This design comes from an exercise in tuning for small area and a short achievable clock period on the open sky130 flow, not from production work. At most, simulation tests tie the RTL to the original design; equivalence was not proved. Only the layout flow was run in runs 1 to 3; the RTL was not checked for function there. Power and IR drop assume default switching activity.

==> flow/design.v, too long to show whole: its modules and the start of the top module <==
// module NES_ALU: 51 lines
// module CPU_DP: 346 lines
// module CU_IntCpt: 133 lines
// module CU_FSM: 446 lines
// module CU_CurDec: 728 lines
// module CU_CtlGen: 671 lines
// module nes_cpu: 94 lines
module nes_cpu (
  input         clk,        
  input         b_rst,      
  input         b_nmi,      
  input         b_irq,      
  input  [7:0]  data_in,    
  output [15:0] addr,       
  output        r_bw,       
  output [7:0]  data_out    
  );
  // ...
==> flow/run.sh <==
#!/bin/bash
# synth_recipe.tcl (not shown) runs the flow's synth.tcl, then flattens the netlist and writes it again
# the make line also repeats each setting of config.mk as NAME=value (left out here)
make -C /OpenROAD-flow-scripts/flow DESIGN_CONFIG=/design/flow/config.mk WORK_HOME=/design/flow/orfs CLKGATE_MAP_FILE= SYNTH_SCRIPT=/design/flow/synth_recipe.tcl finish
==> flow/config.mk <==
export PLATFORM = sky130hd
export DESIGN_NAME = nes_cpu
export DESIGN_NICKNAME = nes_cpu
export VERILOG_FILES = /design/flow/design.v
export SDC_FILE = /design/flow/constraint.sdc
export NUM_CORES = 4
export LEC_CHECK = 0
export CAP_MARGIN = 20
export CORE_MARGIN = 2
export CORE_UTILIZATION = 40
export SETUP_SLACK_MARGIN = 3.5
export SLEW_MARGIN = 20
==> flow/constraint.sdc <==
create_clock -name core_clock -period 12.0 [get_ports {clk}]
set_input_delay 2.4000 -clock core_clock [delete_from_list [all_inputs] [get_ports {clk}]]
set_output_delay 2.4000 -clock core_clock [all_outputs]
set_load 0.01 [all_outputs]
==> summary.txt, run 1 <==
----------------------------------------------------
[Hold path]
  Class of the worst hold path ... flop to flop
  End point of the most critical hold path ... CU_IntCpt_I0.CU_bIRQ_Flg$_DFF_PN1_

[Finish]
  Number of cells in the finished layout apart from fillers ... 2369
  Multi-input logic area ... 10230 sq um
  Most flops, register ... CU_CtlGen_I0.ctl_q
  Fraction of final layout cells sized beyond drive strength 1 ... 12.54%
  Clock buf/inv share ... 3.588%
  Fraction of standard cell area that is sequential ... 25.47%
  Flip-flop and latch count ... 168
  Synthesis-to-finish area growth ... 7.644%
  Relative area of non-clock buffer cells in the final design ... 3.513%
  Number of fill cells ... 3878

[STA]
  Setup repair after global routing missed its margin ... no

[Yosys]
  XOR/XNOR Fraction of Synth Area ... 1.753%
  Unique cell type count in the Yosys netlist ... 125

[Power]
  Switching power ... 3.352 mW

[Floorplan]
  Initial Util ... 40.74%
  Horizontal die dimension ... 200.3 microns

[Clock network]
  Post-CTS sizing ... 0
  Count of hold buffers inserted by post-cts repair ... 0

[Drt]
  Sum of routed wire length over all layers ... 66990 microns
  Met2 Routed Length ... 29410 microns
  Vias/cell ... 6.784

[Worst setup path]
  Buffers & Inverters on Critical Path ... 3
  Startpoint of the most critical register-to-register path ... CU_CtlGen_I0.ctl_q[18]$_DFF_PN0_
  Worst Setup SP ... CU_CtlGen_I0.ctl_q[18]$_DFF_PN0_

[Run status]
  Outcome ... finished clean

[GRT]
  Congestion Overflow GR ... 0

----------------------------------------------------
==> inputs of run 2 (changes only) <==
--- a/flow/config.mk
+++ b/flow/config.mk
@@ -8,5 +8,5 @@
 export CAP_MARGIN = 20
 export CORE_MARGIN = 2
 export CORE_UTILIZATION = 40
-export SETUP_SLACK_MARGIN = 3.5
+export SETUP_SLACK_MARGIN = 5
 export SLEW_MARGIN = 20
==> summary.txt, run 2 <==
----------------------------------------------------
[Power]
  Leakage power ... 7.131 nW (was 6.714 nW)
  Power density over the cells ... 358.1 nW/um^2 (was 356.0 nW/um^2)
  Total power ... 6.285 mW (was 5.909 mW)
  Peak supply drop ... 180.8 uV (was 182.7 uV)

[Clock network]
  Maximum clock path buffer count ... 2 (unchanged)
  Clk Tree Root Cell ... clkbuf_16 (unchanged)
  CTS tree ... built (unchanged)
  Worst-skew pair later-pin latency ... 0.51 ns (was 0.50 ns)
  Reg clk slew, reported paths ... 0.07 ns (about the same)
  Number of levels in the clock H-tree ... 4 (unchanged)
  Number of clock buffers inserted by TritonCTS ... 17 (unchanged)
  Count of hold buffers inserted by post-cts repair ... 0 (unchanged)
  TritonCTS Sinks ... 168 (unchanged)

[Yosys]
  Share of flip-flops with an asynchronous set or reset after synthesis ... 100.0% (unchanged)
  Number of standard cells after synthesis ... 1894 (unchanged)
  Largest cells by area after synthesis ... dfrtp_1 (24%), mux2_2 (5.0%), nor2_1 (4.5%) (unchanged)
  Warnings, synthesis ... 6 (unchanged)
  Fraction of the yosys area taken by sequential cells ... 27.41% (unchanged)
  Number of storage elements in the synthesis netlist ... 168 (unchanged)
  Avg Synthesized Cell Area ... 8.141 sq um (unchanged)
  Post-synth top cells ... nor2_1 (185), nand2_1 (156), dfrtp_1 (150) (unchanged)
  Count of flip-flops with a built-in enable after synthesis ... 0 (unchanged)
  Synthesized Nets ... 1929 (unchanged)
  Unique cell type count in the Yosys netlist ... 125 (unchanged)
  Fraction of synthesized cell area taken by the top area cell type ... 24.34% (unchanged)
  Library cell with the highest instance count after synthesis ... nor2_1 (unchanged)
  Combined area of all synthesized cells ... 15420 sq um (unchanged)
  Cell type with the highest aggregate area in the netlist ... dfrtp_1 (unchanged)
  Top flip-flop cell by instance count after synthesis ... dfrtp_1 (unchanged)

[GRT]
  Congestion Overflow GR ... 0 (unchanged)
  Antenna violations before repair ... 1 (was 0)
  Overall Global Routing Usage ... 33.40% (was 32.96%)
  Via count of the first global-routing pass ... 15098 (was 14839)
  Pin count of the biggest net entering global routing ... 78 (unchanged)
  Wire length of the first global-routing pass ... 100800 microns (was 99480 microns)

[STA]
  Transition time of the tightest slew-check pin ... 1.089 ns (was 1.093 ns)
  Final hold vios ... 0 (unchanged)
  Number of pins exceeding their max-slew limit in the final report ... 0 (unchanged)
  Total of endpoints with negative setup slack in the final report ... 0 (unchanged)
  Hold slack final ... 0.4821 ns (was 0.4812 ns)
  Final Cycle Share ... 59.99% (was 69.16%)
  Maximum clock frequency ... 0.1389 GHz (was 0.1205 GHz)
  Setup repair after global routing missed its margin ... yes (was no)
  Final period demand of the worst path ... 7.199 ns (was 8.299 ns)
  Clock tree skew after final layout ... 0.01895 ns (was 0.01781 ns)
  Remaining max-slew budget at the tightest pin ... 26.94% (was 26.68%)
  Final sum of negative setup slack ... 0 ns (unchanged)

[Placement]
  RD Place Congestion ... 1.021 (unchanged)
  Post-detailed-placement cell area ... 15980 sq um (unchanged)
  Post-detailed-placement half-perimeter wirelength ... 51050 microns (unchanged)
  Port Buffer Count ... 36 (unchanged)

[Worst setup path]
  Data arrival time at the worst-slack endpoint ... 4.80 ns (was 5.90 ns)
  Cell Chain, Critical Path ... a21o_4 -> a21oi_2 -> o211ai_1 -> o21ai_1 -> inv_1 -> fa_2 -> fa_2 -> nor2b_4 -> o2111a_1 -> o211ai_1 -> buf_4 -> a21oi_4 -> or4_4 -> and2_4 -> inv_4 -> or3_4 -> buf_4 -> mux2_2 -> buf_2 (was a21o_2 -> nor2_1 -> a21oi_1 -> o211ai_1 -> o21ai_0 -> inv_1 -> fa_1 -> fa_1 -> a31oi_1 -> o221ai_1 -> a22oi_1 -> o21ai_1 -> mux2i_1 -> inv_1 -> mux2_2 -> clkdlybuf4s50_1)
  Startpoint-to-endpoint class of the critical path ... flop to primary output (unchanged)
  Required time worst endpoint ... 9.60 ns (about the same)
  Maximum fanout along the worst path ... 6 (was 15)
  Total stage count of the critical path ... 19 (was 16)
  Type of element capturing the critical path ... primary output (unchanged)
  Largest delay contributor family on the critical path ... compound AO/OA/AOI/OAI gates (unchanged)
  Launching element type of the critical path ... flop (unchanged)
  Slowest cell on the critical path ... dfrtp_2 (was a22oi_1)
  Worst-case reg-to-reg path depth ... 31 (was 28)
  Peak per-stage delay on the critical path ... 0.48 ns (was 0.65 ns)
  Buffers & Inverters on Critical Path ... 5 (was 3)

[Floorplan]
  Top-level I/O count ... 37 (unchanged)
  Horizontal die dimension ... 200.3 microns (unchanged)
  Die H ... 200.3 microns (unchanged)
  Initial Util ... 40.74% (unchanged)
  Number of cell rows ... 71 (unchanged)
  Standard cell core area ... 37840 sq um (unchanged)
  Die outline area ... 40130 sq um (unchanged)

[Finish]
  Leading cell types in the layout, fill and taps excluded ... nor2_1 (181), nand2_1 (152), dfrtp_1 (141) (was nor2_1 (185), nand2_1 (156), dfrtp_1 (150))
  Number of antenna diodes ... 0 (unchanged)
  Share of the core filled with cells in the final layout ... 46.38% (was 43.86%)
  Most common cell after layout, fill and taps aside ... nor2_1 (unchanged)
  Number of flip-flops under the largest register name ... 29 (unchanged)
  Number of fill cells ... 3811 (was 3878)
  Number of nets in the layout ... 1948 (was 1881)
  Most flops, register ... CU_CtlGen_I0.ctl_q (unchanged)
  Finished layout cell area ... 17550 sq um (was 16600 sq um)
  Synthesis-to-finish area growth ... 13.83% (was 7.644%)
  Fraction of final layout cells sized beyond drive strength 1 ... 20.26% (was 12.54%)

[Drt]
  First-pass iteration count of the detailed router ... 7 (was 6)
  Final routed wire length divided by cell count ... 28.20 microns (was 28.28 microns)
  Sum of routed wire length over all layers ... 68680 microns (was 66990 microns)
  Residual DRC count ... 0 (unchanged)
  Initial drt markers ... 2236 (was 2261)
  Vias/cell ... 6.750 (was 6.784)
  Total vias in the final route ... 16444 (was 16071)
  Antenna-violating nets left ... 0 (unchanged)

[Hold path]
  Class of the worst hold path ... flop to flop (unchanged)
  Worst hold path cell count ... 1 (unchanged)

[Run status]
  Outcome ... finished clean (unchanged)

[Run]
  Count of max-cap constraint violations ... 0 (unchanged)

----------------------------------------------------
-- run 2: metrics by stage --
stage | worst slack (ns) | std cells
after CTS | 4.829 | 2406
after global placement | 4.209 | 2338
after detailed placement | 4.181 | 2338
final | 4.801 | 2436
after global routing | 4.756 | 2436
after floorplan | 5.501 | 1894
-- run 2: timing repair --
item | 4_1_cts | 5_1_grt
setup endpoints to repair | 29 | 29
resized for setup | 113 | 72
pin swaps | 16 | 18
buffers inserted | 37 | 29
cloned | 0 | 1
-- run 2: cell families (layout without fill, tap and decap cells) --
group / Yosys count / after routing / synth area share [%]
buf+inv: 216 / 246 / 6.419
fa+ha+maj: 23 / 23 / 1.964
compound gates: 539 / 540 / 24.77
simple gates: 780 / 780 / 27.60
mux: 138 / 138 / 10.08
xor+xnor: 30 / 30 / 1.753
flops: 168 / 168 / 27.41
-- run 2: layout make-up --
cell class                      count  area, sq um  area share, %
Multi-Input combinational cell   1511        10680          60.83
Timing Repair Buffer              131         1069          6.088
Sequential cell                   168         4244          24.18
Inverter                           84        327.8          1.868
Clock inverter                     10        145.1         0.8270
Tap cell                          511        639.4          3.643
Clock buffer                       21        450.4          2.566
-- run 2: path summary, 6_finish.rpt --
kind / start / to / slack [ns]
max: CU_CtlGen_I0.ctl_q[18]$_DFF_PN0_ / addr[15] / 4.80
min: CU_CtlGen_I0.ctl_q[4]$_DFF_PN1_ / CU_IntCpt_I0.CU_bIRQ_Flg$_DFF_PN1_ / 0.48
max reg2reg: CU_CtlGen_I0.ctl_q[18]$_DFF_PN0_ / CPU_DP_I0.DP_PCH[6]$_DFFE_PN0P_ / 5.18
min reg2reg: CU_CtlGen_I0.ctl_q[4]$_DFF_PN1_ / CU_IntCpt_I0.CU_bIRQ_Flg$_DFF_PN1_ / 0.48
max in group asynchronous: b_rst / CPU_DP_I0.DP_CFlg$_DFFE_PN0P_ / 8.37
min in group asynchronous: b_rst / CU_FSM_I0.cur_state[4]$_DFF_PN0_ / 1.83
-- run 2: layer usage --
metal	vias to the layer above	track usage, %	wire length, microns
li1	7172	-	-
met1	8090	47.33	29620
met2	1007	50.99	30160
met3	173	6.053	6491
met4	2	11.59	2411
met5	-	0	10
-- run 2: worst reg2reg max path, delay by kind of cell (launching register included) --
kind / cells / cell delay [ns]
compound gates: 10 / 1.98
mux: 1 / 0.20
simple gates: 12 / 2.61
xor+xnor: 1 / 0.16
buf+inv: 5 / 0.67
flops: 1 / 0.48
fa+ha+maj: 2 / 0.57
-- run 2: report_power, final --
group / internal, mW / total (mW) / switching (mW) / leakage [nW]
logic: 1.67 / 4.46 / 2.79 / 4.71
clock network: 0.332 / 0.598 / 0.266 / 0.284
registers: 0.779 / 1.23 / 0.450 / 2.13
==> inputs of run 3 (changes only) <==
--- a/flow/config.mk
+++ b/flow/config.mk
@@ -5,8 +5,9 @@
 export SDC_FILE = /design/flow/constraint.sdc
 export NUM_CORES = 4
 export LEC_CHECK = 0
+export ABC_AREA = 1
 export CAP_MARGIN = 20
 export CORE_MARGIN = 2
 export CORE_UTILIZATION = 40
-export SETUP_SLACK_MARGIN = 5
+export SETUP_SLACK_MARGIN = 4
 export SLEW_MARGIN = 20
==> summary.txt, run 3 <==
----------------------------------------------------
[Worst setup path]
  Startpoint of the most critical register-to-register path ... CU_CtlGen_I0.ctl_q[25]$_DFF_PN1_ (was CU_CtlGen_I0.ctl_q[18]$_DFF_PN0_)
  Worst-case reg-to-reg path depth ... 28 (was 31)
  Required time worst endpoint ... 9.60 ns (about the same)
  Startpoint-to-endpoint class of the critical path ... flop to primary output (unchanged)
  Worst Setup SP ... CU_CtlGen_I0.ctl_q[25]$_DFF_PN1_ (was CU_CtlGen_I0.ctl_q[18]$_DFF_PN0_)
  Data arrival time at the worst-slack endpoint ... 5.38 ns (was 4.80 ns)
  Launching element type of the critical path ... flop (unchanged)
  Maximum fanout along the worst path ... 9 (was 6)
  Reg-to-reg critical path endpoint ... CPU_DP_I0.DP_OpB[7]$_DFFE_PN0P_ (was CPU_DP_I0.DP_PCH[6]$_DFFE_PN0P_)
  Cell repeated most along the worst path ... inv_1
  Slowest cell on the critical path ... dfstp_2 (was dfrtp_2)
  R2r setup slk ... 5.81 ns (was 5.18 ns)
  Type of element capturing the critical path ... primary output (unchanged)
  Peak per-stage delay on the critical path ... 0.64 ns (was 0.48 ns)
  Worst setup path endpoint ... addr[10] (was addr[15])

[Placement]
  Cell Count Post-Placement ... 2798 (was 2338)
  Post-detailed-placement cell area ... 15280 sq um (was 15980 sq um)
  RD Place Congestion ... 1.023 (was 1.021)
  Post-detailed-placement half-perimeter wirelength ... 50650 microns (was 51050 microns)
  Setup Slack @ Placement ... 4.230 ns (was 4.181 ns)
  Port Buffer Count ... 36 (unchanged)

[Finish]
  Share of the core filled with cells in the final layout ... 45.37% (was 46.38%)
  Number of nets in the layout ... 2407 (was 1948)
  Leading cell types in the layout, fill and taps excluded ... nand2_1 (677), inv_1 (309), nor2_1 (283) (was nor2_1 (181), nand2_1 (152), dfrtp_1 (141))
  Number of fill cells ... 3857 (was 3811)
  Most flops, register ... CU_CtlGen_I0.ctl_q (unchanged)
  Finished layout cell area ... 16180 sq um (was 17550 sq um)
  Number of cells in the finished layout apart from fillers ... 2847 (was 2436)
  Most common cell after layout, fill and taps aside ... nand2_1 (was nor2_1)
  Fraction of final layout cells sized beyond drive strength 1 ... 9.895% (was 20.26%)
  Number of flip-flops under the largest register name ... 29 (unchanged)
  Synthesis-to-finish area growth ... 11.56% (was 13.83%)

[Power]
  Peak supply drop ... 179.1 uV (was 180.8 uV)
  Clock share of power ... 10.5% (was 9.5%)
  Leakage power ... 8.302 nW (was 7.131 nW)
  Power density over the cells ... 349.0 nW/um^2 (was 358.1 nW/um^2)
  Internal ... 2.168 mW (was 2.779 mW)
  Flop pwr share ... 17.1% (was 19.6%)
  Net switching fraction of the power ... 61.60% (was 55.78%)
  Switching power ... 3.478 mW (was 3.506 mW)
  Proportion of power drawn by combinational gates ... 72.4% (was 70.9%)

[Floorplan]
  Standard cell core area ... 35660 sq um (was 37840 sq um)
  Number of cell rows ... 69 (was 71)
  Die H ... 194.4 microns (was 200.3 microns)
  Top-level I/O count ... 37 (unchanged)
  Horizontal die dimension ... 194.4 microns (was 200.3 microns)
  Die outline area ... 37790 sq um (was 40130 sq um)
  Initial Util ... 40.67% (was 40.74%)

[Run]
  Count of max-cap constraint violations ... 0 (unchanged)

[GRT]
  Antenna violations before repair ... 0 (was 1)
  Congestion Overflow GR ... 0 (unchanged)
  Via count of the first global-routing pass ... 15184 (was 15098)
  Overall Global Routing Usage ... 33.44% (was 33.40%)
  Pin count of the biggest net entering global routing ... 101 (was 78)
  Wire length of the first global-routing pass ... 95520 microns (was 100800 microns)

[Clock network]
  Maximum clock path buffer count ... 2 (unchanged)
  CTS tree ... built (unchanged)
  TritonCTS Sinks ... 168 (unchanged)
  Reg clk slew, reported paths ... 0.08 ns (was 0.07 ns)
  Number of clock buffers inserted by TritonCTS ... 17 (unchanged)
  Count of hold buffers inserted by post-cts repair ... 0 (unchanged)
  Number of levels in the clock H-tree ... 4 (unchanged)
  Worst-skew pair later-pin latency ... 0.48 ns (was 0.51 ns)
  Clk Tree Root Cell ... clkbuf_16 (unchanged)

[Yosys]
  Largest family of logic cells by synthesized area ... simple AND/OR/NAND/NOR gates (unchanged)
  XOR/XNOR Fraction of Synth Area ... 0.6040% (was 1.753%)
  Top flip-flop cell by instance count after synthesis ... dfrtp_1 (unchanged)
  Synthesized-area fraction occupied by ao, oa, aoi and oai cells ... 14.61% (was 24.77%)
  Combined area of all synthesized cells ... 14500 sq um (was 15420 sq um)
  Number of storage elements in the synthesis netlist ... 168 (unchanged)
  Multiplexer share of the synthesized area ... 0.06903% (was 10.08%)
  Count of flip-flops with a built-in enable after synthesis ... 0 (unchanged)
  Library cell with the highest instance count after synthesis ... nand2_1 (was nor2_1)
  Fraction of synthesized cell area taken by the top area cell type ... 25.88% (was 24.34%)
  Share of flip-flops with an asynchronous set or reset after synthesis ... 100.0% (unchanged)
  Simple-gate share of the synthesized area ... 43.06% (was 27.60%)
  Unique cell type count in the Yosys netlist ... 66 (was 125)
  Fraction of the yosys area taken by sequential cells ... 29.15% (was 27.41%)
  Synthesized Nets ... 2367 (was 1929)
  Warnings, synthesis ... 6 (unchanged)
  Post-Synth Adder-Cell Area ... 2.088% (was 1.964%)
  Post-synth top cells ... nand2_1 (679), inv_1 (312), nor2_1 (288) (was nor2_1 (185), nand2_1 (156), dfrtp_1 (150))
  Cell type with the highest aggregate area in the netlist ... dfrtp_1 (unchanged)
  Number of standard cells after synthesis ... 2332 (was 1894)
  Largest cells by area after synthesis ... dfrtp_1 (26%), nand2_1 (18%), inv_1 (8.1%) (was dfrtp_1 (24%), mux2_2 (5.0%), nor2_1 (4.5%))
  Avg Synthesized Cell Area ... 6.218 sq um (was 8.141 sq um)

[Hold path]
  Class of the worst hold path ... flop to flop (unchanged)
  Worst hold start ... CU_CtlGen_I0.ctl_q[4]$_DFF_PN1_ (unchanged)

[STA]
  Setup repair after global routing missed its margin ... yes (unchanged)
  Final sum of negative setup slack ... 0 ns (unchanged)
  Final Cycle Share ... 64.85% (was 59.99%)
  Number of pins exceeding their max-slew limit in the final report ... 0 (unchanged)
  Maximum clock frequency ... 0.1285 GHz (was 0.1389 GHz)
  Remaining max-slew budget at the tightest pin ... 30.85% (was 26.94%)
  Final period demand of the worst path ... 7.782 ns (was 7.199 ns)
  Setup WS post-layout ... 4.218 ns (was 4.801 ns)
  Transition time of the tightest slew-check pin ... 1.031 ns (was 1.089 ns)
  Clock tree skew after final layout ... 0.01505 ns (was 0.01895 ns)
  Final hold vios ... 0 (unchanged)
  Total of endpoints with negative setup slack in the final report ... 0 (unchanged)

[Drt]
  Final routed wire length divided by cell count ... 22.23 microns (was 28.20 microns)
  First-pass iteration count of the detailed router ... 19 (was 7)
  Residual DRC count ... 0 (unchanged)
  Sum of routed wire length over all layers ... 63280 microns (was 68680 microns)
  Total vias in the final route ... 16417 (was 16444)
  Antenna-violating nets left ... 0 (unchanged)
  Vias/cell ... 5.766 (was 6.750)
  Initial drt markers ... 1798 (was 2236)

[Run status]
  Outcome ... finished clean (unchanged)

----------------------------------------------------
-- run 3: cell count changes after synthesis, sizes merged, moves of 24 or more --
cell	previous run	this run
inv	83	340
nor2b	27	0
mux2	72	0
clkbuf	70	12
nand2	158	713
o21ai	108	160
nand3	76	234
nor4	39	12
buf	62	27
a21oi	106	80
nor2	188	317
mux2i	60	1
and3	28	4
nand2b	27	0
-- run 3: critical path, delay by kind of cell (launching register included) --
family | cells | cell delay, ns
flip-flops | 1 | 0.64
buffers and inverters | 7 | 1.27
AO/OA/AOI/OAI | 3 | 0.59
adder cells (fa/ha/maj) | 2 | 0.80
AND/OR/NAND/NOR | 13 | 1.61
-- run 3: cell families (layout without fill, tap and decap cells) --
group | Yosys count | count (layout)
simple gates | 1394 | 1395
xor+xnor | 10 | 10
fa+ha+maj | 23 | 23
buf+inv | 381 | 432
compound gates | 355 | 356
mux | 1 | 1
flops | 168 | 168
other cells | 0 | 1
-- run 3: power groups by stage --
stage	combinational [mW]	clock [mW]	sequential, mW
after global placement	3.92	0	0.969
after floorplan	2.67	0	0.870
final	4.09	0.593	0.964
after CTS	3.95	0.598	0.960
after global routing	4.44	0.623	0.983
after detailed placement	3.93	0	0.967
-- run 3: worst min path at each step --
stage,endpoint,cells past startpoint
2_1_floorplan,CU_IntCpt_I0.CU_bIRQ_Flg$_DFF_PN1_,1
5_1_grt,CU_IntCpt_I0.CU_bNMI_Flg$_DFF_PN1_,1
6_report,CU_IntCpt_I0.CU_bIRQ_Flg$_DFF_PN1_,1
3_3_place_gp,CU_IntCpt_I0.CU_bNMI_Flg$_DFF_PN1_,1
3_5_place_dp,CU_IntCpt_I0.CU_bIRQ_Flg$_DFF_PN1_,1
4_1_cts,CU_IntCpt_I0.CU_bIRQ_Flg$_DFF_PN1_,1
-- run 3: layout make-up --
| cell class | count | area [sq um] | share of cell area, % |
|---|---|---|---|
| multi-input combinational | 1785 | 8915 | 55.10 |
| sequential | 168 | 4229 | 26.14 |
| inverter | 342 | 1286 | 7.950 |
| tap | 461 | 576.8 | 3.565 |
| timing repair buffer | 58 | 554.3 | 3.426 |
| clock buffer | 17 | 425.4 | 2.630 |
| clock inverter | 15 | 188.9 | 1.168 |
| antenna | 1 | 2.502 | 0.01547 |
-- run 3: what timing repair did --
item,in CTS,in global routing
gates cloned,0,2
pin swaps,0,4
gates resized for setup,12,29
buffers inserted,0,14
setup endpoints to repair,16,16
-- run 3: through the flow --
step                      hold slack [ns]  power (mW)
after global placement             0.4632       4.889
after floorplan                    0.4478       3.544
after detailed placement           0.4637       4.894
after global routing               0.5056       6.045
final                              0.4778       5.646
after CTS                          0.4813       5.509
-- run 3: metal layers --
metal  vias to the layer above  part of all wire [%]  track usage (%)
met5                         -                     0                0
met4                         0                   4.6            14.22
met3                       135                   7.2            4.512
met2                       772                    45            53.41
met1                      7773                    43            45.47
li1                       7737                     -                -
==> module NES_ALU, before the edit <==
module NES_ALU #(parameter NumB=8)(
  input [1:0] ALU_Funct,                
  input [1:0] ALU_OpB_Funct,            
  input       ALU_OpB_FunctEn,          
  input       Cin,                      
  output reg [NumB-1:0] ALU_Rslt,       
  output      CFlg, NFlg, VFlg, ZFlg,   
	input [NumB-1:0] OpA,			            
	input [NumB-1:0] OpB			            
  );
  parameter OR  = 2'b00;     
  parameter AND = 2'b01;     
  parameter XOR = 2'b10;     
  parameter ADC = 2'b11;     
  parameter SHR = 2'b00;     
  parameter SHL = 2'b01;     
  parameter INC = 2'b10;     
  parameter DEC = 2'b11;     
  reg [NumB-1:0] OpB_reg;
  reg            CShFlg_reg;
  reg            CAdFlg_reg;
  always @*
  begin
    if(ALU_OpB_FunctEn)
      case (ALU_OpB_Funct)
        SHR:     {OpB_reg, CShFlg_reg} = {Cin, OpB[NumB-1:0]};
        SHL:     {CShFlg_reg, OpB_reg} = {OpB[NumB-1:0], Cin};
        INC:     {CShFlg_reg, OpB_reg} = OpB + 1'b1;
        DEC:     {CShFlg_reg, OpB_reg} = OpB - 1'b1;
        default: {CShFlg_reg, OpB_reg} = {1'b0, OpB};
      endcase
    else
      {CShFlg_reg, OpB_reg} = {1'b0, OpB};
  end
  always @*
  begin
    case (ALU_Funct)
      OR:       {CAdFlg_reg, ALU_Rslt} = {1'b0, OpA | OpB_reg};
      AND:      {CAdFlg_reg, ALU_Rslt} = {1'b0, OpA & OpB_reg};
      XOR:      {CAdFlg_reg, ALU_Rslt} = {1'b0, OpA ^ OpB_reg};
      ADC:      {CAdFlg_reg, ALU_Rslt} = OpA + OpB_reg + Cin;
      default:  {CAdFlg_reg, ALU_Rslt} = {1'b0, OpA | OpB_reg};
    endcase
  end
  assign NFlg = ALU_Rslt[NumB-1];
  assign ZFlg = (ALU_Rslt) ? 1'b0 : 1'b1;
  assign VFlg = (ALU_Funct == AND) ? ALU_Rslt[NumB-2] :
                (ALU_Funct == ADC) ? ( (OpA[NumB-1] ~^ OpB_reg[NumB-1]) & (OpA[NumB-1] ^ ALU_Rslt[NumB-1]) ) :
                1'b0;
  assign CFlg = (ALU_Funct == ADC) ? CAdFlg_reg : CShFlg_reg;
endmodule:NES_ALU
==> module CPU_DP, before the edit <==
module CPU_DP #(parameter NumDb=8)(
  input clk, b_rst,
  input CU_R_bW,
  input CU_PCH_EN, CU_PCL_EN, CU_SP_EN, CU_ABL_EN, CU_ABH_EN, CU_DIR_EN, CU_DMA_By_EN, CU_InstrR_EN,
        CU_PstInstrR_EN, CU_PstInstrR_Clr,
        CU_XR_EN, CU_YR_EN, CU_ACC_EN, CU_OpA_EN, CU_OpB_EN,
  input [2:0] CU_PCB_Sel, CU_ADL_Sel, CU_ADH_Sel, CU_DB_Sel, CU_SB_Sel,
  input       CU_OpAB_Sel,
  input [1:0] CU_OpBB_Sel,
  input CU_NFlgB, CU_VFlgB, CU_BFlgB, CU_DFlgB, CU_IFlgB, CU_ZFlgB, CU_CFlgB,
  input CU_PR_EN, CU_NFlg_EN, CU_VFlg_EN, CU_BFlg_EN, CU_DFlg_EN, CU_IFlg_EN, CU_ZFlg_EN, CU_CFlg_EN,
  output reg [NumDb-1:0] o_DP_InstrR, o_DP_PstInstrR, o_DP_DMA_By,
  output reg o_DP_bDMA_Flg, o_DP_NFlg, o_DP_ZFlg, o_DP_CFlg, o_DP_VFlg, o_DP_IFlg,
  output o_DP_OpB_sign,
  output [NumDb-1:0] o_DP_InstrR_D, o_DP_PstInstrR_D,    
  input [NumDb-1:0] ALU_Rslt,
  output [NumDb-1:0] ALU_OpA, ALU_OpB,
  output reg r_bw,
  output [2*NumDb-1:0] addr,
  input  [NumDb-1:0] data_in,
  output [NumDb-1:0] data_out
  );
  parameter OR  = 2'b00;     
  parameter AND = 2'b01;     
  parameter XOR = 2'b10;     
  parameter ADC = 2'b11;     
  parameter SHR = 2'b00;     
  parameter SHL = 2'b01;     
  parameter INC = 2'b10;     
  parameter DEC = 2'b11;     
  parameter PCL_to_ADL    = 3'b000;
  parameter SP_to_ADL     = 3'b001;
  parameter DIR_to_ADL    = 3'b010;
  parameter ALUout_to_ADL = 3'b011;
  parameter DMABy_to_ADL  = 3'b100;
  parameter PPU04_to_ADL  = 3'b101;
  parameter PCH_to_ADH    = 3'b000;
  parameter SB_to_ADH     = 3'b001;
  parameter DIR_to_ADH    = 3'b010;
  parameter Pg0_to_ADH    = 3'b011;
  parameter Pg1_to_ADH    = 3'b100;
  parameter DMAPg_to_ADH  = 3'b101;
  parameter PPU20_to_ADH  = 3'b110;
  parameter PR_to_DB      = 3'b000;
  parameter DIR_to_DB     = 3'b001;
  parameter PCL_to_DB     = 3'b010;
  parameter PCH_to_DB     = 3'b011;
  parameter ACC_to_DB     = 3'b100;
  parameter SB_to_DB      = 3'b101;
  parameter ADL_to_SB      = 3'b000;
  parameter ADH_to_SB     = 3'b001;
  parameter XR_to_SB      = 3'b010;
  parameter YR_to_SB      = 3'b011;
  parameter ACC_to_SB     = 3'b100;
  parameter SP_to_SB      = 3'b101;
  parameter ALUout_to_SB  = 3'b110;
  parameter Zero_to_OpAB  = 1'b0;
  parameter SB_to_OpAB    = 1'b1;
  parameter ADH_to_OpBB   = 2'b00;
  parameter ADL_to_OpBB   = 2'b01;
  parameter DB_to_OpBB    = 2'b10;
  parameter bDB_to_OpBB   = 2'b11;
  parameter PCp1_to_PCB     = 3'b000;
  parameter ADDp1_to_PCB    = 3'b001;
  parameter VctIRQ_to_PCB   = 3'b010;
  parameter VctNMI_to_PCB   = 3'b011;
  parameter VctSTART_to_PCB = 3'b100;
  parameter ADD_to_PCB      = 3'b101;   
 parameter En    = 1'b1,
           Dis   = 1'b0,
           Read  = 1'b1,
           Write = 1'b0,
           On    = 1'b1,
           Off   = 1'b0,
           bOn   = 1'b0,
           bOff  = 1'b1;
 parameter [5:0] IS0 = 6'b000000,
                 IS1 = 6'b000001,
                 IS2 = 6'b000010,
                 IS3 = 6'b000011,
                 IS4 = 6'b000100,
                 IS5 = 6'b000101,
                 IS6 = 6'b000110,
                 ST0 = 6'b000111,
              ST1_01 = 6'b001000,
              ST1_02 = 6'b001001,
              ST1_03 = 6'b001010,
              ST1_04 = 6'b001011,
              ST1_05 = 6'b001100,
              ST1_06 = 6'b001101,
              ST1_07 = 6'b001110,
              ST2_01 = 6'b001111,
              ST2_02 = 6'b010000,
              ST2_03 = 6'b010001,
              ST2_04 = 6'b010010,
              ST2_05 = 6'b010011,
              ST2_06 = 6'b010100,
              ST2_07 = 6'b010101,
              ST2_08 = 6'b010110,
              ST2_09 = 6'b010111,
              ST2_10 = 6'b011000,
              ST3_01 = 6'b011001,
              ST3_02 = 6'b011010,
              ST3_03 = 6'b011011,
              ST3_04 = 6'b011100,
              ST3_05 = 6'b011101,
              ST3_06 = 6'b011110,
              ST3_07 = 6'b011111,
              ST3_08 = 6'b100000,
              ST3_09 = 6'b100001,
              ST4_01 = 6'b100010,
              ST4_02 = 6'b100011,
              ST4_03 = 6'b100100,
              ST4_04 = 6'b100101,
              ST5_01 = 6'b100110,
              ST5_02 = 6'b100111,
                DMA0 = 6'b101000,
                DMA1 = 6'b101001;
  wire [NumDb-1:0] DP_PCLB;    
  wire [NumDb-1:0] DP_PCHB;    
  reg [NumDb-1:0] DP_PCL;     
  reg [NumDb-1:0] DP_PCH;     
  reg [NumDb-1:0] DP_SP; 
  wire [NumDb-1:0] DP_ADL;     
  wire [NumDb-1:0] DP_ADH;     
  reg [NumDb-1:0] DP_ABL;     
  reg [NumDb-1:0] DP_ABH;     
  reg [NumDb-1:0] DP_DOR;         
  reg [NumDb-1:0] DP_DIR;         
  reg [NumDb-1:0] DP_InstrR;      
  reg [NumDb-1:0] DP_PstInstrR;   
  reg [NumDb-1:0] DP_XR;          
  reg [NumDb-1:0] DP_YR;          
  reg [NumDb-1:0] DP_ACC;         
  reg [NumDb-1:0] DP_OpA;         
  reg [NumDb-1:0] DP_OpB;         
  wire [NumDb-1:0] DP_DB;      
  wire [NumDb-1:0] DP_SB;      
  wire [NumDb-1:0] DP_OpAB;    
  wire [NumDb-1:0] DP_OpBB;    
  reg DP_NFlg;          
  reg DP_ZFlg;          
  reg DP_CFlg;          
  reg DP_VFlg;          
  reg DP_IFlg;          
  reg DP_BFlg;          
  reg DP_DFlg;          
  wire [NumDb-1:0] DP_PR;
  assign DP_PR = {DP_NFlg,DP_VFlg,1'b1,DP_BFlg,DP_DFlg,DP_IFlg,DP_ZFlg,DP_CFlg};
  wire [NumDb-1:0] DP_ALUout;
  reg   DP_bDMA_Flg;
  reg [NumDb-1:0] DP_DMA_Pg;
  reg [NumDb-1:0] DP_DMA_By;
  always_comb
    begin
      o_DP_InstrR = DP_InstrR;
      o_DP_PstInstrR = DP_PstInstrR;
      o_DP_bDMA_Flg = DP_bDMA_Flg;
      o_DP_DMA_By = DP_DMA_By;
      o_DP_NFlg = DP_NFlg;
      o_DP_ZFlg = DP_ZFlg;
      o_DP_CFlg = DP_CFlg;
      o_DP_VFlg = DP_VFlg;
      o_DP_IFlg = DP_IFlg;
    end
  always @ (posedge clk or negedge b_rst)    
  begin
    if (!b_rst)
    begin
      DP_bDMA_Flg <= bOff;
      DP_DMA_Pg <= {NumDb{1'b0}};
      DP_DMA_By <= {NumDb{1'b0}};
    end
    else if (!r_bw & addr==16'h4014)
    begin
      DP_bDMA_Flg <= bOn;
      DP_DMA_Pg <= ext_data;
      DP_DMA_By <= {NumDb{1'b0}};
    end
    else if (CU_DMA_By_EN)
      DP_DMA_By <= DP_DMA_By + 8'd1;
    else
      DP_bDMA_Flg <= bOff;
  end
  reg [NumDb-1:0] DP_ABL_q, DP_ABH_q;
  always @(posedge clk or negedge b_rst)
  begin
    if (!b_rst)
    begin
      DP_ABL_q <= {NumDb{1'b0}};
      DP_ABH_q <= {NumDb{1'b0}};
    end
    else
    begin
      DP_ABL_q <= DP_ABL;
      DP_ABH_q <= DP_ABH;
    end
  end
  always @*
  begin
    DP_DOR = DP_DB;
    DP_ABL = CU_ABL_EN ? DP_ADL : DP_ABL_q;
    DP_ABH = CU_ABH_EN ? DP_ADH : DP_ABH_q;
    r_bw = CU_R_bW;
  end
  wire [NumDb-1:0] ext_data;
  assign ext_data = r_bw ? data_in : DP_DOR;
  assign data_out = DP_DOR;
  assign addr = {DP_ABH,DP_ABL};
  assign o_DP_InstrR_D = CU_InstrR_EN ? ext_data : DP_InstrR;
  assign o_DP_PstInstrR_D = CU_PstInstrR_Clr ? {NumDb{1'b0}} : CU_PstInstrR_EN ? DP_InstrR : DP_PstInstrR;
  always @(posedge clk or negedge b_rst)
  begin
    if (!b_rst)
    begin
      DP_InstrR <= 8'hEA;
      DP_PstInstrR <= {NumDb{1'b0}};
      DP_PCL <= {NumDb{1'b0}};
      DP_PCH <= {NumDb{1'b0}};
      DP_SP <= {NumDb{1'b0}};
      DP_DIR <= {NumDb{1'b0}};
      DP_XR <= {NumDb{1'b0}};
      DP_YR <= {NumDb{1'b0}};
      DP_ACC <= {NumDb{1'b0}};
      DP_OpA <= {NumDb{1'b0}};
      DP_OpB <= {NumDb{1'b0}};
      {DP_NFlg,DP_VFlg,DP_BFlg,DP_DFlg,DP_IFlg,DP_ZFlg,DP_CFlg} <= 7'b0;
    end
    else
    begin
    if (CU_InstrR_EN)
      DP_InstrR <= ext_data;
    if (CU_PstInstrR_Clr)
      DP_PstInstrR <= {NumDb{1'b0}};
    else if (CU_PstInstrR_EN)
      DP_PstInstrR <= DP_InstrR;
    if (CU_PCL_EN)
      DP_PCL <= DP_PCLB;
    if (CU_PCH_EN)
      DP_PCH <= DP_PCHB;
    if (CU_SP_EN)
      DP_SP <= DP_SB;
    if (CU_DIR_EN)
      DP_DIR <= ext_data;
    if (CU_XR_EN)
      DP_XR <= DP_SB;
    if (CU_YR_EN)
      DP_YR <= DP_SB;
    if (CU_ACC_EN)
      DP_ACC <= DP_SB;
    if (CU_OpA_EN)
      DP_OpA <= DP_OpAB;
    if (CU_OpB_EN)
      DP_OpB <= DP_OpBB;
    if (CU_PR_EN)
      {DP_NFlg,DP_VFlg,DP_BFlg,DP_DFlg,DP_IFlg,DP_ZFlg,DP_CFlg} <= {DP_DB[7:6],DP_DB[4:0]};
    else
    begin
      if (CU_NFlg_EN)
        DP_NFlg <= CU_NFlgB;
      if (CU_VFlg_EN)
        DP_VFlg <= CU_VFlgB;
      if (CU_BFlg_EN)
        DP_BFlg <= CU_BFlgB;
      if (CU_DFlg_EN)
        DP_DFlg <= CU_DFlgB;
      if (CU_IFlg_EN)
        DP_IFlg <= CU_IFlgB;
      if (CU_ZFlg_EN)
        DP_ZFlg <= CU_ZFlgB;
      if (CU_CFlg_EN)
        DP_CFlg <= CU_CFlgB;
    end  
    end
  end
  reg [NumDb-1:0] DP_ADL_m, DP_ADH_base, DP_SB_m, DP_ADH_m, DP_DB_m, DP_OpAB_m, DP_OpBB_m;
  reg [2*NumDb-1:0] DP_PCB_m;
  always @*
  begin
    case (CU_ADL_Sel)
      PCL_to_ADL:    DP_ADL_m = DP_PCL;
      SP_to_ADL:     DP_ADL_m = DP_SP;
      DIR_to_ADL:    DP_ADL_m = DP_DIR;
      ALUout_to_ADL: DP_ADL_m = DP_ALUout;
      DMABy_to_ADL:  DP_ADL_m = DP_DMA_By;
      PPU04_to_ADL:  DP_ADL_m = 8'h04;
      default:       DP_ADL_m = {NumDb{1'b0}};
    endcase
    case (CU_ADH_Sel)
      PCH_to_ADH:    DP_ADH_base = DP_PCH;
      DIR_to_ADH:    DP_ADH_base = DP_DIR;
      Pg0_to_ADH:    DP_ADH_base = {NumDb{1'b0}};
      Pg1_to_ADH:    DP_ADH_base = {{(NumDb-1){1'b0}},1'b1};
      DMAPg_to_ADH:  DP_ADH_base = DP_DMA_Pg;
      PPU20_to_ADH:  DP_ADH_base = 8'h20;
      default:       DP_ADH_base = {NumDb{1'b0}};
    endcase
    case (CU_SB_Sel)
      ADL_to_SB:     DP_SB_m = DP_ADL_m;
      ADH_to_SB:     DP_SB_m = DP_ADH_base;
      XR_to_SB:      DP_SB_m = DP_XR;
      YR_to_SB:      DP_SB_m = DP_YR;
      ACC_to_SB:     DP_SB_m = DP_ACC;
      SP_to_SB:      DP_SB_m = DP_SP;
      ALUout_to_SB:  DP_SB_m = DP_ALUout;
      default:       DP_SB_m = {NumDb{1'b0}};
    endcase
    DP_ADH_m = (CU_ADH_Sel==SB_to_ADH) ? DP_SB_m : DP_ADH_base;
    case (CU_DB_Sel)
      SB_to_DB:      DP_DB_m = DP_SB_m;
      PR_to_DB:      DP_DB_m = DP_PR;
      DIR_to_DB:     DP_DB_m = DP_DIR;
      PCL_to_DB:     DP_DB_m = DP_PCL;
      PCH_to_DB:     DP_DB_m = DP_PCH;
      ACC_to_DB:     DP_DB_m = DP_ACC;
      default:       DP_DB_m = {NumDb{1'b0}};
    endcase
    DP_OpAB_m = (CU_OpAB_Sel==SB_to_OpAB) ? DP_SB_m : {NumDb{1'b0}};
    case (CU_OpBB_Sel)
      ADH_to_OpBB:   DP_OpBB_m = DP_ADH_m;
      ADL_to_OpBB:   DP_OpBB_m = DP_ADL_m;
      DB_to_OpBB:    DP_OpBB_m = DP_DB_m;
      default:       DP_OpBB_m = ~DP_DB_m;
    endcase
    case (CU_PCB_Sel)
      PCp1_to_PCB:     DP_PCB_m = {DP_PCH,DP_PCL} + 1'b1;
      ADDp1_to_PCB:    DP_PCB_m = {DP_ADH_m,DP_ADL_m} + 1'b1;
      VctIRQ_to_PCB:   DP_PCB_m = {{2*NumDb-3{1'b1}},3'b110};
      VctNMI_to_PCB:   DP_PCB_m = {{2*NumDb-3{1'b1}},3'b010};
      VctSTART_to_PCB: DP_PCB_m = {{2*NumDb-3{1'b1}},3'b100};
      ADD_to_PCB:      DP_PCB_m = {DP_ADH_m,DP_ADL_m};
      default:         DP_PCB_m = {2*NumDb{1'b0}};
    endcase
  end
  assign DP_ADL = DP_ADL_m;
  assign DP_ADH = DP_ADH_m;
  assign DP_SB  = DP_SB_m;
  assign DP_DB  = DP_DB_m;
  assign DP_OpAB = DP_OpAB_m;
  assign DP_OpBB = DP_OpBB_m;
  assign {DP_PCHB,DP_PCLB} = DP_PCB_m;
 	assign o_DP_OpB_sign = DP_OpB[NumDb-1];
 	assign DP_ALUout = ALU_Rslt;
  assign ALU_OpA = DP_OpA;
  assign ALU_OpB = DP_OpB;
endmodule:CPU_DP
==> inputs of run 4 (changes only) <==
--- a/flow/design.v
+++ b/flow/design.v
@@ -115,33 +115,34 @@
   reg [NumB-1:0] OpB_reg;
   reg            CShFlg_reg;
   reg            CAdFlg_reg;
+  wire           dec = ALU_OpB_Funct[0];
+  wire [NumB-1:0] OpB_x = OpB ^ {NumB{dec}};
+  wire [NumB:0]   OpB_inc = {1'b0, OpB_x} + 1'b1;
   always @*
   begin
     if(ALU_OpB_FunctEn)
       case (ALU_OpB_Funct)
         SHR:     {OpB_reg, CShFlg_reg} = {Cin, OpB[NumB-1:0]};
         SHL:     {CShFlg_reg, OpB_reg} = {OpB[NumB-1:0], Cin};
-        INC:     {CShFlg_reg, OpB_reg} = OpB + 1'b1;
-        DEC:     {CShFlg_reg, OpB_reg} = OpB - 1'b1;
-        default: {CShFlg_reg, OpB_reg} = {1'b0, OpB};
+        default: {CShFlg_reg, OpB_reg} = {OpB_inc[NumB], OpB_inc[NumB-1:0] ^ {NumB{dec}}};
       endcase
     else
       {CShFlg_reg, OpB_reg} = {1'b0, OpB};
   end
+  wire [NumB:0] Sum = OpA + OpB + Cin;
   always @*
   begin
     case (ALU_Funct)
       OR:       {CAdFlg_reg, ALU_Rslt} = {1'b0, OpA | OpB_reg};
       AND:      {CAdFlg_reg, ALU_Rslt} = {1'b0, OpA & OpB_reg};
       XOR:      {CAdFlg_reg, ALU_Rslt} = {1'b0, OpA ^ OpB_reg};
-      ADC:      {CAdFlg_reg, ALU_Rslt} = OpA + OpB_reg + Cin;
-      default:  {CAdFlg_reg, ALU_Rslt} = {1'b0, OpA | OpB_reg};
+      default:  {CAdFlg_reg, ALU_Rslt} = Sum;
     endcase
   end
   assign NFlg = ALU_Rslt[NumB-1];
   assign ZFlg = (ALU_Rslt) ? 1'b0 : 1'b1;
   assign VFlg = (ALU_Funct == AND) ? ALU_Rslt[NumB-2] :
-                (ALU_Funct == ADC) ? ( (OpA[NumB-1] ~^ OpB_reg[NumB-1]) & (OpA[NumB-1] ^ ALU_Rslt[NumB-1]) ) :
+                (ALU_Funct == ADC) ? ( (OpA[NumB-1] ~^ OpB[NumB-1]) & (OpA[NumB-1] ^ ALU_Rslt[NumB-1]) ) :
                 1'b0;
   assign CFlg = (ALU_Funct == ADC) ? CAdFlg_reg : CShFlg_reg;
 endmodule:NES_ALU
@@ -421,7 +422,7 @@
     end
   end
   reg [NumDb-1:0] DP_ADL_m, DP_ADH_base, DP_SB_m, DP_ADH_m, DP_DB_m, DP_OpAB_m, DP_OpBB_m;
-  reg [2*NumDb-1:0] DP_PCB_m;
+  reg [2*NumDb-1:0] DP_PCB_m, DP_PCB_inc;
   always @*
   begin
     case (CU_ADL_Sel)
@@ -469,13 +470,15 @@
       DB_to_OpBB:    DP_OpBB_m = DP_DB_m;
       default:       DP_OpBB_m = ~DP_DB_m;
     endcase
+    DP_PCB_inc = ((CU_PCB_Sel==PCp1_to_PCB) ? {DP_PCH,DP_PCL} : {DP_ADH_m,DP_ADL_m})
+                 + (CU_PCB_Sel==PCp1_to_PCB || CU_PCB_Sel==ADDp1_to_PCB);
     case (CU_PCB_Sel)
-      PCp1_to_PCB:     DP_PCB_m = {DP_PCH,DP_PCL} + 1'b1;
-      ADDp1_to_PCB:    DP_PCB_m = {DP_ADH_m,DP_ADL_m} + 1'b1;
+      PCp1_to_PCB,
+      ADDp1_to_PCB,
+      ADD_to_PCB:      DP_PCB_m = DP_PCB_inc;
       VctIRQ_to_PCB:   DP_PCB_m = {{2*NumDb-3{1'b1}},3'b110};
       VctNMI_to_PCB:   DP_PCB_m = {{2*NumDb-3{1'b1}},3'b010};
       VctSTART_to_PCB: DP_PCB_m = {{2*NumDb-3{1'b1}},3'b100};
-      ADD_to_PCB:      DP_PCB_m = {DP_ADH_m,DP_ADL_m};
       default:         DP_PCB_m = {2*NumDb{1'b0}};
     endcase
   end
--- a/flow/config.mk
+++ b/flow/config.mk
@@ -5,9 +5,8 @@
 export SDC_FILE = /design/flow/constraint.sdc
 export NUM_CORES = 4
 export LEC_CHECK = 0
-export ABC_AREA = 1
 export CAP_MARGIN = 20
 export CORE_MARGIN = 2
 export CORE_UTILIZATION = 40
-export SETUP_SLACK_MARGIN = 4
+export SETUP_SLACK_MARGIN = 5
 export SLEW_MARGIN = 20
==> summary.txt, run 4 <==
----------------------------------------------------
[STA]
  Setup repair after global routing missed its margin ... yes (unchanged)
  Remaining max-slew budget at the tightest pin ... 26.10% (was 30.85%)
  Hold slack final ... 0.4850 ns (was 0.4778 ns)
  Final period demand of the worst path ... 7.120 ns (was 7.782 ns)
  Final Cycle Share ... 59.33% (was 64.85%)
  Final sum of negative setup slack ... 0 ns (unchanged)
  Setup WS post-layout ... 4.880 ns (was 4.218 ns)
  Final hold vios ... 0 (unchanged)
  Maximum clock frequency ... 0.1405 GHz (was 0.1285 GHz)
  Total of endpoints with negative setup slack in the final report ... 0 (unchanged)
  Transition time of the tightest slew-check pin ... 1.100 ns (was 1.031 ns)
  Number of pins exceeding their max-slew limit in the final report ... 0 (unchanged)
  Clock tree skew after final layout ... 0.02317 ns (was 0.01505 ns)

[Hold path]
  Class of the worst hold path ... flop to flop (unchanged)
  Worst hold path cell count ... 2 (was 1)

[Power]
  Leakage power ... 7.256 nW (was 8.302 nW)
  Peak supply drop ... 173.7 uV (was 179.1 uV)
  Total power ... 6.168 mW (was 5.646 mW)
  Power density over the cells ... 353.1 nW/um^2 (was 349.0 nW/um^2)

[Yosys]
  Cell type with the highest aggregate area in the netlist ... dfrtp_1 (unchanged)
  Avg Synthesized Cell Area ... 7.894 sq um (was 6.218 sq um)
  Top flip-flop cell by instance count after synthesis ... dfrtp_1 (unchanged)
  Fraction of the yosys area taken by sequential cells ... 27.56% (was 29.15%)
  Library cell with the highest instance count after synthesis ... nor2_1 (was nand2_1)
  Combined area of all synthesized cells ... 15340 sq um (was 14500 sq um)
  Unique cell type count in the Yosys netlist ... 114 (was 66)
  Synthesized Nets ... 1984 (was 2367)
  Largest cells by area after synthesis ... dfrtp_1 (24%), nor2_1 (5.0%), mux2_2 (4.3%) (was dfrtp_1 (26%), nand2_1 (18%), inv_1 (8.1%))
  Number of storage elements in the synthesis netlist ... 168 (unchanged)
  Post-synth top cells ... nor2_1 (204), nand2_1 (176), dfrtp_1 (150) (was nand2_1 (679), inv_1 (312), nor2_1 (288))
  Warnings, synthesis ... 6 (unchanged)
  Count of flip-flops with a built-in enable after synthesis ... 0 (unchanged)
  Number of standard cells after synthesis ... 1943 (was 2332)
  Fraction of synthesized cell area taken by the top area cell type ... 24.47% (was 25.88%)
  Share of flip-flops with an asynchronous set or reset after synthesis ... 100.0% (unchanged)

[Clock network]
  Number of clock buffers inserted by TritonCTS ... 17 (unchanged)
  Count of hold buffers inserted by post-cts repair ... 0 (unchanged)
  Clk Tree Root Cell ... clkbuf_16 (unchanged)
  Maximum clock path buffer count ... 2 (unchanged)
  CTS tree ... built (unchanged)
  TritonCTS Sinks ... 168 (unchanged)
  Reg clk slew, reported paths ... 0.08 ns (about the same)
  Worst-skew pair later-pin latency ... 0.48 ns (about the same)
  Number of levels in the clock H-tree ... 4 (unchanged)

[Worst setup path]
  Type of element capturing the critical path ... primary output (unchanged)
  Maximum fanout along the worst path ... 18 (was 9)
  Slowest cell on the critical path ... a221oi_1 (was dfstp_2)
  Startpoint-to-endpoint class of the critical path ... flop to primary output (unchanged)
  Peak per-stage delay on the critical path ... 0.68 ns (was 0.64 ns)
  Buffers & Inverters on Critical Path ... 2 (was 7)
  Total stage count of the critical path ... 11 (was 25)
  Launching element type of the critical path ... flop (unchanged)
  Required time worst endpoint ... 9.60 ns (about the same)
  Cell Chain, Critical Path ... inv_1 -> ha_1 -> nor3b_2 -> o211a_2 -> nand2_1 -> a221oi_1 -> nor2_1 -> a211o_2 -> a21o_1 -> mux2_2 -> clkdlybuf4s50_1
  Worst-case reg-to-reg path depth ... 18 (was 28)
  Data arrival time at the worst-slack endpoint ... 4.72 ns (was 5.38 ns)
  Largest delay contributor family on the critical path ... compound AO/OA/AOI/OAI gates (was simple AND/OR/NAND/NOR gates)

[Finish]
  Sequential cell area ... 4270 sq um (was 4229 sq um)
  Number of cells in the finished layout apart from fillers ... 2471 (was 2847)
  Multi-input logic area ... 10750 sq um (was 8915 sq um)
  Number of nets in the layout ... 1988 (was 2407)
  Leading cell types in the layout, fill and taps excluded ... nor2_1 (202), nand2_1 (172), dfrtp_1 (132) (was nand2_1 (677), inv_1 (309), nor2_1 (283))
  Number of antenna diodes ... 0 (was 1)
  Most flops, register ... CU_CtlGen_I0.ctl_q (unchanged)
  Fraction of final layout cells sized beyond drive strength 1 ... 16.63% (was 9.895%)
  Number of flip-flops under the largest register name ... 29 (unchanged)
  Synthesis-to-finish area growth ... 13.89% (was 11.56%)
  Share of the core filled with cells in the final layout ... 46.26% (was 45.37%)
  Number of fill cells ... 3758 (was 3857)
  Most common cell after layout, fill and taps aside ... nor2_1 (was nand2_1)
  Finished layout cell area ... 17470 sq um (was 16180 sq um)

[GRT]
  Overall Global Routing Usage ... 34.44% (was 33.44%)
  Antenna violations before repair ... 0 (unchanged)
  Congestion Overflow GR ... 0 (unchanged)
  Pin count of the biggest net entering global routing ... 99 (was 101)
  Wire length of the first global-routing pass ... 102100 microns (was 95520 microns)
  Via count of the first global-routing pass ... 15663 (was 15184)

[Drt]
  Residual DRC count ... 0 (unchanged)
  Antenna-violating nets left ... 0 (unchanged)
  Total vias in the final route ... 16681 (was 16417)
  Sum of routed wire length over all layers ... 68640 microns (was 63280 microns)
  Vias/cell ... 6.751 (was 5.766)
  First-pass iteration count of the detailed router ... 6 (was 19)
  Final routed wire length divided by cell count ... 27.78 microns (was 22.23 microns)
  Initial drt markers ... 1982 (was 1798)

[Placement]
  Post-detailed-placement cell area ... 16010 sq um (was 15280 sq um)
  Cell Count Post-Placement ... 2395 (was 2798)
  Setup Slack @ Placement ... 4.116 ns (was 4.230 ns)
  RD Place Congestion ... 1.018 (was 1.023)
  Post-detailed-placement half-perimeter wirelength ... 51650 microns (was 50650 microns)
  Port Buffer Count ... 36 (unchanged)

[Run]
  Count of max-cap constraint violations ... 0 (unchanged)

[Floorplan]
  Horizontal die dimension ... 199.8 microns (was 194.4 microns)
  Die H ... 199.8 microns (was 194.4 microns)
  Die outline area ... 39930 sq um (was 37790 sq um)
  Top-level I/O count ... 37 (unchanged)
  Initial Util ... 40.62% (was 40.67%)
  Number of cell rows ... 71 (was 69)
  Standard cell core area ... 37760 sq um (was 35660 sq um)

[Run status]
  Outcome ... finished clean (unchanged)

----------------------------------------------------
[run 4: cell count changes after synthesis, sizes merged, moves of 36 or more]
cell    delta
o21ai     -36
nor2b     +45
nand2b    +41
clkbuf    +51
nand3    -146
nor2     -113
mux2i     +56
inv      -267
nand2    -535
mux2      +70
[run 4: report_power, final]
part,internal (mW),switching (mW)
logic,1.54,2.77
registers,0.796,0.448
clock network,0.340,0.274
total,2.67,3.49
[run 4: final cells by class]
class / count / share of cell area [%]
Sequential cell: 168 / 24.45
Timing Repair Buffer: 100 / 5.122
Tap cell: 511 / 3.660
Inverter: 75 / 1.640
Clock buffer: 19 / 2.536
Clock inverter: 13 / 1.046
Multi-Input combinational cell: 1585 / 61.55
[run 4: path summary, 6_finish.rpt]
path	slack, ns	from	endpoint
max	4.88	CPU_DP_I0.DP_DMA_By[0]$_DFFE_PN0P_	addr[10]
min	0.48	CPU_DP_I0.DP_ABH_q[7]$_DFF_PN0_	CPU_DP_I0.DP_ABH_q[7]$_DFF_PN0_
max reg2reg	5.31	CU_FSM_I0.cur_state[4]$_DFF_PN0_	CPU_DP_I0.DP_OpB[2]$_DFFE_PN0P_
min reg2reg	0.48	CPU_DP_I0.DP_ABH_q[7]$_DFF_PN0_	CPU_DP_I0.DP_ABH_q[7]$_DFF_PN0_
max in group asynchronous	8.47	b_rst	CPU_DP_I0.DP_OpB[4]$_DFFE_PN0P_
min in group asynchronous	1.99	b_rst	CPU_DP_I0.DP_PstInstrR[2]$_DFF_PN0_
[run 4: cell families after synthesis]
group	after synthesis	synth area share (%)
xor+xnor	18	1.028
buf+inv	191	5.091
simple gates	834	28.18
compound gates	571	25.99
fa+ha+maj	29	2.464
flops	168	27.56
mux	132	9.692
[run 4: routing by layer]
metal  GRT usage [%]  up-vias  share of wire, %  wire [microns]
li1                -     7299                 -               -
met1           48.13     8277                43           29600
met2           52.56      951                44           29920
met3           7.359      154               9.7            6636
met4           11.99        0               3.6            2481
met5               0        -                 0               0
[run 4: worst reg2reg max path: cells and delay by family, from the launching register on]
kind	cells	cell delay, ns
AND/OR/NAND/NOR	10	4.01
flip-flops	1	0.82
AO/OA/AOI/OAI	4	0.84
buffers and inverters	4	0.92
[run 4: what timing repair did]
action	4_1_cts	5_1_grt
gates resized for setup	93	51
gates cloned	0	1
pin swaps	18	12
endpoints found under the setup margin	45	29
buffers inserted	31	12
==> inputs of run 5 (changes only) <==
--- a/flow/config.mk
+++ b/flow/config.mk
@@ -5,8 +5,9 @@
 export SDC_FILE = /design/flow/constraint.sdc
 export NUM_CORES = 4
 export LEC_CHECK = 0
+export ABC_AREA = 1
 export CAP_MARGIN = 20
 export CORE_MARGIN = 2
-export CORE_UTILIZATION = 40
+export CORE_UTILIZATION = 60
 export SETUP_SLACK_MARGIN = 5
 export SLEW_MARGIN = 20
==> summary.txt, run 5 <==
----------------------------------------------------
[Finish]
  Finished layout cell area ... 15150 sq um (was 17470 sq um)
  Most common cell after layout, fill and taps aside ... nand2_1 (was nor2_1)
  Number of nets in the layout ... 2274 (was 1988)
  Share of the core filled with cells in the final layout ... 67.12% (was 46.26%)
  Number of flip-flops under the largest register name ... 29 (unchanged)
  Synthesis-to-finish area growth ... 10.21% (was 13.89%)
  Leading cell types in the layout, fill and taps excluded ... nand2_1 (634), inv_1 (314), nor2_1 (260) (was nor2_1 (202), nand2_1 (172), dfrtp_1 (132))
  Fraction of final layout cells sized beyond drive strength 1 ... 8.326% (was 16.63%)
  Most flops, register ... CU_CtlGen_I0.ctl_q (unchanged)
  Number of cells in the finished layout apart from fillers ... 2532 (was 2471)

[Floorplan]
  Die H ... 155.4 microns (was 199.8 microns)
  Die outline area ... 24140 sq um (was 39930 sq um)
  Top-level I/O count ... 37 (unchanged)
  Horizontal die dimension ... 155.4 microns (was 199.8 microns)
  Number of cell rows ... 55 (was 71)
  Standard cell core area ... 22570 sq um (was 37760 sq um)
  Initial Util ... 60.90% (was 40.62%)

[Placement]
  Port Buffer Count ... 36 (unchanged)
  Post-detailed-placement cell area ... 14340 sq um (was 16010 sq um)
  RD Place Congestion ... 1.161 (was 1.018)
  Cell Count Post-Placement ... 2491 (was 2395)
  Post-detailed-placement half-perimeter wirelength ... 44480 microns (was 51650 microns)
  Setup Slack @ Placement ... 5.033 ns (was 4.116 ns)

[Worst setup path]
  Required time worst endpoint ... 9.60 ns (about the same)
  Data arrival time at the worst-slack endpoint ... 4.52 ns (was 4.72 ns)
  Maximum fanout along the worst path ... 10 (was 18)
  Slowest cell on the critical path ... clkdlybuf4s50_1 (was a221oi_1)
  Peak per-stage delay on the critical path ... 0.55 ns (was 0.68 ns)
  Launching element type of the critical path ... flop (unchanged)
  Startpoint-to-endpoint class of the critical path ... flop to primary output (unchanged)
  Type of element capturing the critical path ... primary output (unchanged)
  Cell Chain, Critical Path ... inv_1 -> ha_1 -> and3_1 -> nand2_1 -> nand2_1 -> nand2_2 -> inv_1 -> a21oi_1 -> inv_1 -> nor2_1 -> o2bb2ai_1 -> nor2_1 -> nand2_1 -> nand2_1 -> nand4_1 -> inv_1 -> nor2_1 -> nor2_1 -> a21oi_2 -> clkdlybuf4s50_1 (was inv_1 -> ha_1 -> nor3b_2 -> o211a_2 -> nand2_1 -> a221oi_1 -> nor2_1 -> a211o_2 -> a21o_1 -> mux2_2 -> clkdlybuf4s50_1)

[Drt]
  Residual DRC count ... 0 (unchanged)
  Antenna-violating nets left ... 0 (unchanged)
  Vias/cell ... 6.406 (was 6.751)
  First-pass iteration count of the detailed router ... 10 (was 6)
  Sum of routed wire length over all layers ... 56360 microns (was 68640 microns)
  Initial drt markers ... 2648 (was 1982)
  Total vias in the final route ... 16220 (was 16681)
  Final routed wire length divided by cell count ... 22.26 microns (was 27.78 microns)

[Yosys]
  Top flip-flop cell by instance count after synthesis ... dfrtp_1 (unchanged)
  Count of flip-flops with a built-in enable after synthesis ... 0 (unchanged)
  Fraction of synthesized cell area taken by the top area cell type ... 27.30% (was 24.47%)
  Warnings, synthesis ... 6 (unchanged)
  Share of flip-flops with an asynchronous set or reset after synthesis ... 100.0% (unchanged)
  Largest cells by area after synthesis ... dfrtp_1 (27%), nand2_1 (17%), inv_1 (8.6%) (was dfrtp_1 (24%), nor2_1 (5.0%), mux2_2 (4.3%))
  Library cell with the highest instance count after synthesis ... nand2_1 (was nor2_1)
  Synthesized Nets ... 2235 (was 1984)
  Unique cell type count in the Yosys netlist ... 64 (was 114)
  Post-synth top cells ... nand2_1 (640), inv_1 (314), nor2_1 (267) (was nor2_1 (204), nand2_1 (176), dfrtp_1 (150))
  Cell type with the highest aggregate area in the netlist ... dfrtp_1 (unchanged)
  Number of standard cells after synthesis ... 2194 (was 1943)
  Number of storage elements in the synthesis netlist ... 168 (unchanged)
  Combined area of all synthesized cells ... 13750 sq um (was 15340 sq um)
  Avg Synthesized Cell Area ... 6.266 sq um (was 7.894 sq um)
  Fraction of the yosys area taken by sequential cells ... 30.75% (was 27.56%)

[STA]
  Final sum of negative setup slack ... 0 ns (unchanged)
  Total of endpoints with negative setup slack in the final report ... 0 (unchanged)
  Final hold vios ... 0 (unchanged)
  Number of pins exceeding their max-slew limit in the final report ... 0 (unchanged)
  Remaining max-slew budget at the tightest pin ... 21.71% (was 26.10%)
  Final Cycle Share ... 57.69% (was 59.33%)
  Final period demand of the worst path ... 6.923 ns (was 7.120 ns)
  Clock tree skew after final layout ... 0.01748 ns (was 0.02317 ns)
  Hold slack final ... 0.4896 ns (was 0.4850 ns)
  Setup repair after global routing missed its margin ... yes (unchanged)
  Transition time of the tightest slew-check pin ... 1.165 ns (was 1.100 ns)
  Maximum clock frequency ... 0.1444 GHz (was 0.1405 GHz)
  Setup WS post-layout ... 5.077 ns (was 4.880 ns)

[GRT]
  Via count of the first global-routing pass ... 14666 (was 15663)
  Pin count of the biggest net entering global routing ... 110 (was 99)
  Antenna violations before repair ... 2 (was 0)
  Wire length of the first global-routing pass ... 84000 microns (was 102100 microns)
  Overall Global Routing Usage ... 46.00% (was 34.44%)
  Congestion Overflow GR ... 0 (unchanged)

[Clock network]
  Number of levels in the clock H-tree ... 4 (unchanged)
  TritonCTS Sinks ... 168 (unchanged)
  Reg clk slew, reported paths ... 0.07 ns (was 0.08 ns)
  Clk Tree Root Cell ... clkbuf_16 (unchanged)
  Worst-skew pair later-pin latency ... 0.46 ns (was 0.48 ns)
  Number of clock buffers inserted by TritonCTS ... 17 (unchanged)
  CTS tree ... built (unchanged)
  Maximum clock path buffer count ... 2 (unchanged)
  Count of hold buffers inserted by post-cts repair ... 0 (unchanged)

[Power]
  Leakage power ... 8.049 nW (was 7.256 nW)
  Peak supply drop ... 230.0 uV (was 173.7 uV)
  Total power ... 5.113 mW (was 6.168 mW)
  Power density over the cells ... 337.5 nW/um^2 (was 353.1 nW/um^2)

[Run status]
  Outcome ... finished clean (unchanged)

[Run]
  Count of max-cap constraint violations ... 0 (unchanged)

[Hold path]
  Class of the worst hold path ... flop to flop (unchanged)

----------------------------------------------------
## run 5: cell types whose count changed in the layout (fill, tap and decap cells not counted), moves of 40 or more
cell      before  now
mux2_2        59    0
inv_1         68  314
nand2b_1      41    1
nand2_1      172  634
mux2i_1       52    0
buf_4         61   15
nand3_1       85  167
nor2b_1       43    1
nor2_1       202  260
## run 5: area by class of cell
class / instances / area [sq um]
well taps: 285 / 356.6
diodes: 1 / 2.502
clock inverters: 14 / 150.1
clock buffers: 18 / 429.2
flip-flops and latches: 168 / 4230
multi-input cells: 1655 / 8182
repair buffers: 53 / 531.8
fillers: 2031 / 7421
inverters: 338 / 1269
## run 5: final timing paths
check,startpoint,slack [ns],end,depth (start not counted)
max reg2reg,CPU_DP_I0.DP_PstInstrR[5]$_DFF_PN0_,6.77,CPU_DP_I0.DP_PCH[6]$_DFFE_PN0P_,33
min in group asynchronous,b_rst,1.94,CPU_DP_I0.DP_OpB[4]$_DFFE_PN0P_,1
max,CPU_DP_I0.DP_DMA_By[0]$_DFFE_PN0P_,5.08,addr[12],20
max in group asynchronous,b_rst,8.40,CPU_DP_I0.DP_PCL[6]$_DFFE_PN0P_,2
min reg2reg,CPU_DP_I0.DP_DMA_Pg[0]$_DFFE_PN0P_,0.49,CPU_DP_I0.DP_DMA_Pg[0]$_DFFE_PN0P_,2
min,CPU_DP_I0.DP_DMA_Pg[0]$_DFFE_PN0P_,0.49,CPU_DP_I0.DP_DMA_Pg[0]$_DFFE_PN0P_,2
## run 5: critical path: cells and delay by family, from the launching register on
kind,cells,cell delay [ns]
AOI/OAI and AO/OA,3,0.79
buffers and inverters,5,1.05
DFF,1,0.36
and+or+nand+nor,11,1.64
adders and majority gates,1,0.20
## run 5: power breakdown
part / switching, mW / internal, mW / total (mW)
clock: 0.286 / 0.278 / 0.564
combinational: 2.62 / 0.979 / 3.60
sequential: 0.168 / 0.779 / 0.947
## run 5: kinds of logic after synthesis
group                      Yosys count  share of synthesized area, %
and+or+nand+nor                   1259                         39.79
buffers and inverters              371                         10.64
AOI/OAI and AO/OA                  356                         15.37
DFF                                168                         30.75
adders and majority gates           29                         2.749
xor gates and xnor gates            11                        0.7008
## run 5: layer usage
| layer | up-vias | global-route usage, % | part of all wire, % | routed length (microns) |
|---|---|---|---|---|
| met1 | 7383 | 59.78 | 37 | 21110 |
| met5 | - | 0 | 0.021 | 12 |
| met3 | 287 | 14.51 | 14 | 8000 |
| met4 | 2 | 23.02 | 6.2 | 3498 |
| met2 | 1305 | 69.30 | 42 | 23740 |
| li1 | 7243 | - | - | - |
## run 5: timing repair
action,in CTS,in global routing
resized for setup,8,43
setup buffers,1,6
setup endpoints to repair,17,20
pin swaps,0,6

[separate check: timing with driven ports]
In the flow no input, the clock included, has a driving cell. The finished layouts below were timed again as built, in two steps.
Step 1, drivers: a clkbuf_16 drives clk and a buf_2 each remaining input, both assumed.
Step 2 times the ports against the registers' clock, not the clock port: input delays grow and output delays shrink by t, the midpoint of the rising clock arrivals with the driver on.
a / b / c = ideal / step 1 / step 2; a / b = the first two.
run | shift t [ns] | slack for setup (ns) | latest minus earliest clock arrival (ns) | worst register clock-pin slew, ns
run 1 | 0.545 | 3.701 / 3.643 / 4.188 | 0.017 / 0.018 | 0.08 / 0.08
run 2 | 0.552 | 4.801 / 4.744 / 5.177 | 0.019 / 0.019 | 0.08 / 0.08
run 3 | 0.528 | 4.218 / 4.161 / 4.690 | 0.015 / 0.015 | 0.09 / 0.09
run 4 | 0.522 | 4.880 / 4.828 / 5.310 | 0.023 / 0.023 | 0.08 / 0.08
run 5 | 0.497 | 5.077 / 5.027 / 5.524 | 0.017 / 0.017 | 0.08 / 0.08
After both steps setup and hold are still met in every run listed.
